From an optimization exercise on the open Yosys and OpenROAD flow, aimed at small area and a short achievable clock period; shortcuts taken in it are not production practice. Function was checked by simulation only, so behaviour that the tests miss may differ from the original. Power figures rest on the tool's default switching activity, not on a simulated workload.

==> flow/design.v <==
`timescale 1ns/1ns
module fifo_75x32 (
  input  wire        clk,
  input  wire        srst,
  input  wire [73:0] din,
  input  wire        wr_en,
  input  wire        wr_en_next,    
  input  wire        rd_en,
  output wire [73:0] rdata,
  output reg         rvalid,
  output reg         rfirst,
  output reg         rlast,
  output reg         full,
  output reg         empty
);
reg [4:0]  wptr;    
reg [31:0] rsel;    
reg [5:0]  count;
reg [31:0] we;      
wire do_wr = wr_en & ~full;
wire do_rd = rd_en & ~empty;
wire [31:0] rnext = {rsel[30:0], rsel[31]};    
reg [73:0] mem [0:31];
genvar g;
generate
  for (g = 0; g < 32; g = g + 1) begin : row
    always @(posedge clk)
      if (we[g])
        mem[g] <= din;
  end
endgenerate
reg [73:0] rd_or;
reg        nf, nl;
integer i;
always @(*) begin
  rd_or = 74'd0;
  nf = 1'b0;
  nl = 1'b0;
  for (i = 0; i < 32; i = i + 1) begin
    rd_or = rd_or | (mem[i] & {74{rsel[i]}});
    nf = nf | (mem[i][73] & rnext[i]);
    nl = nl | (mem[i][64] & rnext[i]);
  end
end
assign rdata = rd_or;
wire [4:0]  wptr_nx = wptr + {4'd0, do_wr};
wire        full_nx = full ? ~do_rd : (count == 6'd31) & do_wr & ~do_rd;
always @(posedge clk) begin
  if (srst)
    we <= 32'd0;
  else
    we <= {31'd0, wr_en_next & ~full_nx} << wptr_nx;
end
always @(posedge clk) begin
  if (srst) begin
    wptr   <= 5'd0;
    rsel   <= 32'h80000000;
    count  <= 6'd0;
    full   <= 1'b0;
    empty  <= 1'b1;
    rvalid <= 1'b0;
    rfirst <= 1'b0;
    rlast  <= 1'b0;
  end
  else begin
    rvalid <= do_rd;
    rfirst <= do_rd & nf;
    rlast  <= do_rd & nl;
    wptr <= wptr_nx;
    if (do_rd)
      rsel <= rnext;
    case ({do_wr, do_rd})
      2'b10: begin
        count <= count + 6'd1;
        full  <= (count == 6'd31);
        empty <= 1'b0;
      end
      2'b01: begin
        count <= count - 6'd1;
        full  <= 1'b0;
        empty <= (count == 6'd1);
      end
      default: ;
    endcase
  end
end
endmodule
`timescale 1ns/1ns
module db_req (
	input log_clk,
	input log_rst,
	input wire [15:0] src_id,
	input wire [15:0] des_id,
	input wire self_check_in,
	input wire nwr_req_in,
	output reg rapidIO_ready_o,
	input wire link_initialized,
	output reg nwr_ready_o,
	output reg nwr_busy_o,
	output wire nwr_done_o,
	output go,
	output wire user_tready_o,
	input wire [33:0] user_addr,
	input wire [3:0] user_ftype,
	input wire [3:0] user_ttype,
	input wire [11:0] user_tsize_in,
	input wire [63:0] user_tdata_in,
	input wire user_tvalid_in,
	input wire [7:0] user_tkeep_in,
	input wire user_tlast_in,
	output reg 			ireq_tvalid_o,
	input wire 			ireq_tready_in,
	output reg 			ireq_tlast_o,
	output reg [63:0]	ireq_tdata_o,
	output reg [7:0] 	ireq_tkeep_o,
	output reg [31:0] 	ireq_tuser_o,
	input             iresp_tvalid_in,
	output wire        iresp_tready_o,
	input             iresp_tlast_in,
	input      [63:0] iresp_tdata_in,
	input       [7:0] iresp_tkeep_in,
	input      [31:0] iresp_tuser_in
	);
localparam [3:0] DOORB = 4'hA;
localparam [3:0] NWR = 4'h5;
localparam [3:0] TNWR   = 4'h4;
localparam [2:0] IDLE_s = 3'h0;
localparam [2:0] DB_REQ_s = 3'h1;
localparam [2:0] DB_RESP_s = 3'h2;
localparam [2:0] NWR_s = 3'h3;
reg [2:0] state;
reg  [3:0] rst_cnt;
reg        log_rst_q;
always @(posedge log_clk or posedge log_rst) begin
	if (log_rst) begin
		rst_cnt   <= 4'd0;
		log_rst_q <= 1'b1;
	end
	else if (log_rst_q) begin
		rst_cnt <= rst_cnt + 4'd1;
		if (rst_cnt == 4'd15)
			log_rst_q <= 1'b0;
	end
end
reg nwr_done;
reg db_req_ena;
reg bit_reverse;
reg addr_bit;       
reg [4:0] nwr_8byte_cnt;
reg [4:0] nwr_packect_transfer_cnt;
reg [4:0] packect_transfer_times;
wire resp_hdr = (iresp_tdata_in[55:52] == DOORB) && (iresp_tuser_in[31:16] == 16'h00f0);
wire target_ready = resp_hdr && (iresp_tdata_in[31:16] == 16'h0100);
wire target_busy  = resp_hdr && (iresp_tdata_in[31:16] == 16'h01ff);
reg user_tvalid_r;
reg [63:0] user_tdata_r;
reg user_tlast_r;
reg [7:0] user_tkeep_r;
reg user_first_r;
reg [7:0] user_size;    
always @(posedge log_clk) begin
	if (log_rst_q)
		user_tvalid_r <= 1'b0;
	else
		user_tvalid_r <= user_tvalid_in;
	user_tdata_r <= user_tdata_in;
	user_tkeep_r <= user_tkeep_in;
	user_tlast_r <= user_tlast_in;
	user_first_r <= ~user_tvalid_r & user_tvalid_in;
	if (~user_tvalid_r & user_tvalid_in)
		user_size <= user_tdata_in[7:0];
end
reg fifo_rd_en;
wire [73:0] fifo_rdata;
wire fifo_rvalid, fifo_rfirst, fifo_rlast, fifo_full, fifo_empty;
fifo_75x32 user_data_fifo (
	.clk(log_clk),
	.srst(log_rst_q),
	.din({user_first_r, user_tkeep_r, user_tlast_r, user_tdata_r}),
	.wr_en(user_tvalid_r),
	.wr_en_next(user_tvalid_in),
	.rd_en(fifo_rd_en),
	.rdata(fifo_rdata),
	.rvalid(fifo_rvalid),
	.rfirst(fifo_rfirst),
	.rlast(fifo_rlast),
	.full(fifo_full),
	.empty(fifo_empty)
);
assign user_tready_o = ~fifo_full;
wire current_user_valid = fifo_rvalid;
wire current_user_first = fifo_rfirst;
wire current_user_last  = fifo_rlast;
wire [63:0] current_user_data = fifo_rdata[63:0];
reg [7:0] keep_hold;
wire [7:0] current_user_keep = fifo_rvalid ? fifo_rdata[72:65] : keep_hold;
always @(posedge log_clk) begin
	if (log_rst_q)
		keep_hold <= 8'h0;
	else
		keep_hold <= current_user_keep;
end
always @(posedge log_clk) begin
	if (log_rst_q) begin
		state <= IDLE_s;
		nwr_ready_o <= 1'b0;
		nwr_busy_o <= 1'b0;
	end
	else begin
		case (state)
		IDLE_s: begin
			if (db_req_ena || self_check_in)
				state <= DB_REQ_s;
			else if (nwr_req_in)
				state <= NWR_s;
		end
		DB_REQ_s: begin
			if (ireq_tready_in)
				state <= DB_RESP_s;
		end
		DB_RESP_s: begin
			if (target_ready) begin
				nwr_ready_o <= 1'b1;
				state <= IDLE_s;
			end
			else if (target_busy) begin
				nwr_busy_o <= 1'b1;
				state <= IDLE_s;
			end
			else begin
				nwr_ready_o <= 1'b0;
				nwr_busy_o <= 1'b0;
			end
		end
		NWR_s: begin
			nwr_ready_o <= 1'b0;
			if (nwr_done)
				state <= IDLE_s;
		end
		default: state <= IDLE_s;
		endcase
	end
end
assign iresp_tready_o = 1'b1;
assign nwr_done_o = nwr_done;
assign go = 1'b0;
always @(posedge log_clk) begin
	if (log_rst_q) begin
		ireq_tvalid_o <= 1'b0;
		ireq_tlast_o <= 1'b0;
		ireq_tdata_o <= 64'h0;
		ireq_tkeep_o <= 8'h0;
		ireq_tuser_o <= 32'h0;
		fifo_rd_en <= 1'b0;
		nwr_8byte_cnt <= 5'h0;
		nwr_packect_transfer_cnt <= 5'h0;
		nwr_done <= 1'b0;
		rapidIO_ready_o <= 1'b1;
		db_req_ena <= 1'b0;
		packect_transfer_times <= 5'h0;
	end
	else begin
		ireq_tvalid_o <= 1'b0;
		ireq_tlast_o <= 1'b0;
		ireq_tdata_o <= 64'h0;
		ireq_tkeep_o <= 8'hff;
		ireq_tuser_o <= 32'h0;
		fifo_rd_en <= 1'b0;
		nwr_done <= 1'b0;
		rapidIO_ready_o <= (state == IDLE_s) || (state[2]);
		case (state)
		DB_REQ_s: begin
			db_req_ena <= 1'b0;
			if (ireq_tready_in) begin
				ireq_tdata_o <= {8'h00, DOORB, 4'h0, 1'b0, 2'h1, 1'b0, 12'b0,
				                 db_req_ena ? {6'h0, 1'b1, 8'h0, ~addr_bit} : 16'h0101, 16'h0};
				ireq_tvalid_o <= 1'b1;
				ireq_tlast_o <= 1'b1;
				ireq_tuser_o <= {src_id, des_id};
			end
		end
		DB_RESP_s: begin
			db_req_ena <= 1'b0;
		end
		NWR_s: begin
			db_req_ena <= 1'b1;
			if (current_user_last || ireq_tlast_o)
				fifo_rd_en <= 1'b0;
			else
				fifo_rd_en <= ~fifo_empty;
			ireq_tdata_o <= current_user_first ? {7'h0, bit_reverse, NWR, TNWR,
						1'b0, 2'h1, 1'b0, user_size, 2'h0, 13'h0, addr_bit, 20'h0}
						: (current_user_valid ? current_user_data : 64'h0);
			ireq_tvalid_o <= current_user_valid & ~ireq_tlast_o;
			ireq_tkeep_o <= current_user_keep;
			if (current_user_first) begin
				nwr_8byte_cnt <= 5'h0;
				nwr_packect_transfer_cnt <= 5'h0;
			end
			else if (current_user_valid) begin
				if (nwr_8byte_cnt == 5'd31)
					nwr_packect_transfer_cnt <= nwr_packect_transfer_cnt + 5'h1;
				nwr_8byte_cnt <= nwr_8byte_cnt + 5'h1;
			end
			if (current_user_last) begin
				nwr_8byte_cnt <= 5'h0;
				nwr_done <= 1'b1;
			end
			if (current_user_first)
				packect_transfer_times <= current_user_data[12:8];
			if (nwr_packect_transfer_cnt == packect_transfer_times)
				ireq_tlast_o <= current_user_last;
			else
				ireq_tlast_o <= (nwr_8byte_cnt == 5'd31);
		end
		default: ;
		endcase
	end
end
always @(posedge log_clk) begin
	if (log_rst_q)
		bit_reverse <= 1'b0;
	else if (nwr_done)
		bit_reverse <= ~bit_reverse;
end
always @(posedge log_clk) begin
	if (log_rst_q)
		addr_bit <= 1'b0;
	else
		addr_bit <= bit_reverse;
end
endmodule
make LEC_CHECK=0 CAP_MARGIN=20 CELL_PAD_IN_SITES_DETAIL_PLACEMENT=2 CELL_PAD_IN_SITES_GLOBAL_PLACEMENT=2 CORE_MARGIN=2 CORE_UTILIZATION=35 CTS_CLUSTER_DIAMETER=80 CTS_CLUSTER_SIZE=30 PLACE_DENSITY=0.4 SETUP_SLACK_MARGIN=2.7 SLEW_MARGIN=20 finish   # period 5.0 ns
run.sh (not shown) runs the stock make flow with config.mk's settings and CLKGATE_MAP_FILE= SYNTH_SCRIPT=/design/flow/synth_recipe.tcl, a recipe that flattens the netlist after the stock synthesis.
The baseline ran to the end with no violations.
==> next run, changes <==
==> flow/flow/run.sh (new file) <==
#!/bin/bash
# Own flow: the standard layout (standard.sh, standard synthesis unchanged)
# with two changes:
#  - the port buffers are sky130_fd_sc_hd__buf_2 cells instead of the delay
#    cells (clkdlybuf4s50_1) that buffer_ports picks by default;
#  - clock tree synthesis inserts no dummy loads (same clustering as
#    config.mk's CTS_CLUSTER_SIZE / CTS_CLUSTER_DIAMETER).
# The make output goes to flow_make.log; ORFS's per-step logs are under orfs/logs.
set -euo pipefail
CTS="-sink_clustering_enable -repair_clock_nets -sink_clustering_size 30 -sink_clustering_max_diameter 80 -dont_use_dummy_load"
bash standard.sh "BUFFER_PORTS_ARGS=-buffer_cell sky130_fd_sc_hd__buf_2" "CTS_ARGS=$CTS" finish 2>&1 | tee flow_make.log
test -f out/final.def
==> flow/standard.sh (new file) <==
#!/bin/bash
# synth_recipe.tcl (not shown) runs the flow's synth.tcl, then flattens the netlist and writes it again
# the make line also repeats each setting of config.mk as NAME=value (left out here)
make -C /OpenROAD-flow-scripts/flow DESIGN_CONFIG=/design/flow/config.mk WORK_HOME=/design/flow/orfs CLKGATE_MAP_FILE= SYNTH_SCRIPT=/design/flow/synth_recipe.tcl "${@:-finish}"
Settings changed: SETUP_SLACK_MARGIN 2.7 to 2.8.
removed: flow/run.sh
Critical path depth stays the same. Global-route usage is higher by 0.26 points. Count of clock-buffer cells in the layout is lower by 16. Worst hold slack gets worse by 280 ps. Synthesized area does not change. Combinational power is higher by about 3%. Die area stays the same. Maximum frequency is higher by 0.31%. Non-clock buffer count is higher by 48.
==> next run, changes <==
==> flow/run.sh (new file) <==
#!/bin/bash
# synth_recipe.tcl (not shown) runs the flow's synth.tcl, then flattens the netlist and writes it again
# the make line also repeats each setting of config.mk as NAME=value (left out here)
make -C /OpenROAD-flow-scripts/flow DESIGN_CONFIG=/design/flow/config.mk WORK_HOME=/design/flow/orfs CLKGATE_MAP_FILE= SYNTH_SCRIPT=/design/flow/synth_recipe.tcl finish
removed: flow/flow/run.sh
removed: flow/standard.sh
The new run completed with no timing, DRC or antenna violations.
Worst hold slack improved by 290 ps.
Core utilization climbs by 0.90 points.
Final area went up by a few percent.
Via count came out higher slightly.
Sequential share of layout area fell by 1.6 points.
==> next run, changes <==
Settings changed: CTS_CLUSTER_DIAMETER 80 to 60.
Result: The changed run passed the timing, design-rule and antenna checks. Power climbs by 5.4%. Fmax falls by 3.4%. Global-route usage climbs by 0.22 points. Worst setup slack got worse by 84 ps. Area after synthesis stays the same.

## port drivers added, routing unchanged
Ports are ideal in the flow. The routed layouts listed here were re-timed in OpenROAD. Step 1: set_driving_cell puts a clkbuf_16 on log_clk and a buf_2 on each other input, an assumption about the parent block. Step 2 moves the port delays by t, midway between the first and last clock arrival at a register: inputs arrive t later, outputs are due t later. That takes back most of the time a late clock gives input paths. Three values: ideal ports, drivers, drivers and shift; two values: the first two.
| run | t (ns) | slack for setup (ns) | clock arrival spread, ns | worst register clock-pin slew, ns | cell pins on the clock port's net |
|---|---|---|---|---|---|
| the first run | 0.917 | 2.633 / 2.539 / 2.175 | 0.055 / 0.055 | 0.12 / 0.12 | 1 |
| the second run | 0.906 | 2.640 / 2.545 / 2.421 | 0.087 / 0.086 | 0.12 / 0.12 | 1 |
| the third run | 0.913 | 2.639 / 2.546 / 2.171 | 0.055 / 0.056 | 0.12 / 0.12 | 1 |
| the fourth run | 0.993 | 2.555 / 2.461 / 2.166 | 0.063 / 0.063 | 0.10 / 0.10 | 1 |
After both steps every run listed still meets setup and hold. For the third run, which loses most, drivers alone change the setup slack by -0.093 ns; drivers and shift together by -0.468 ns.
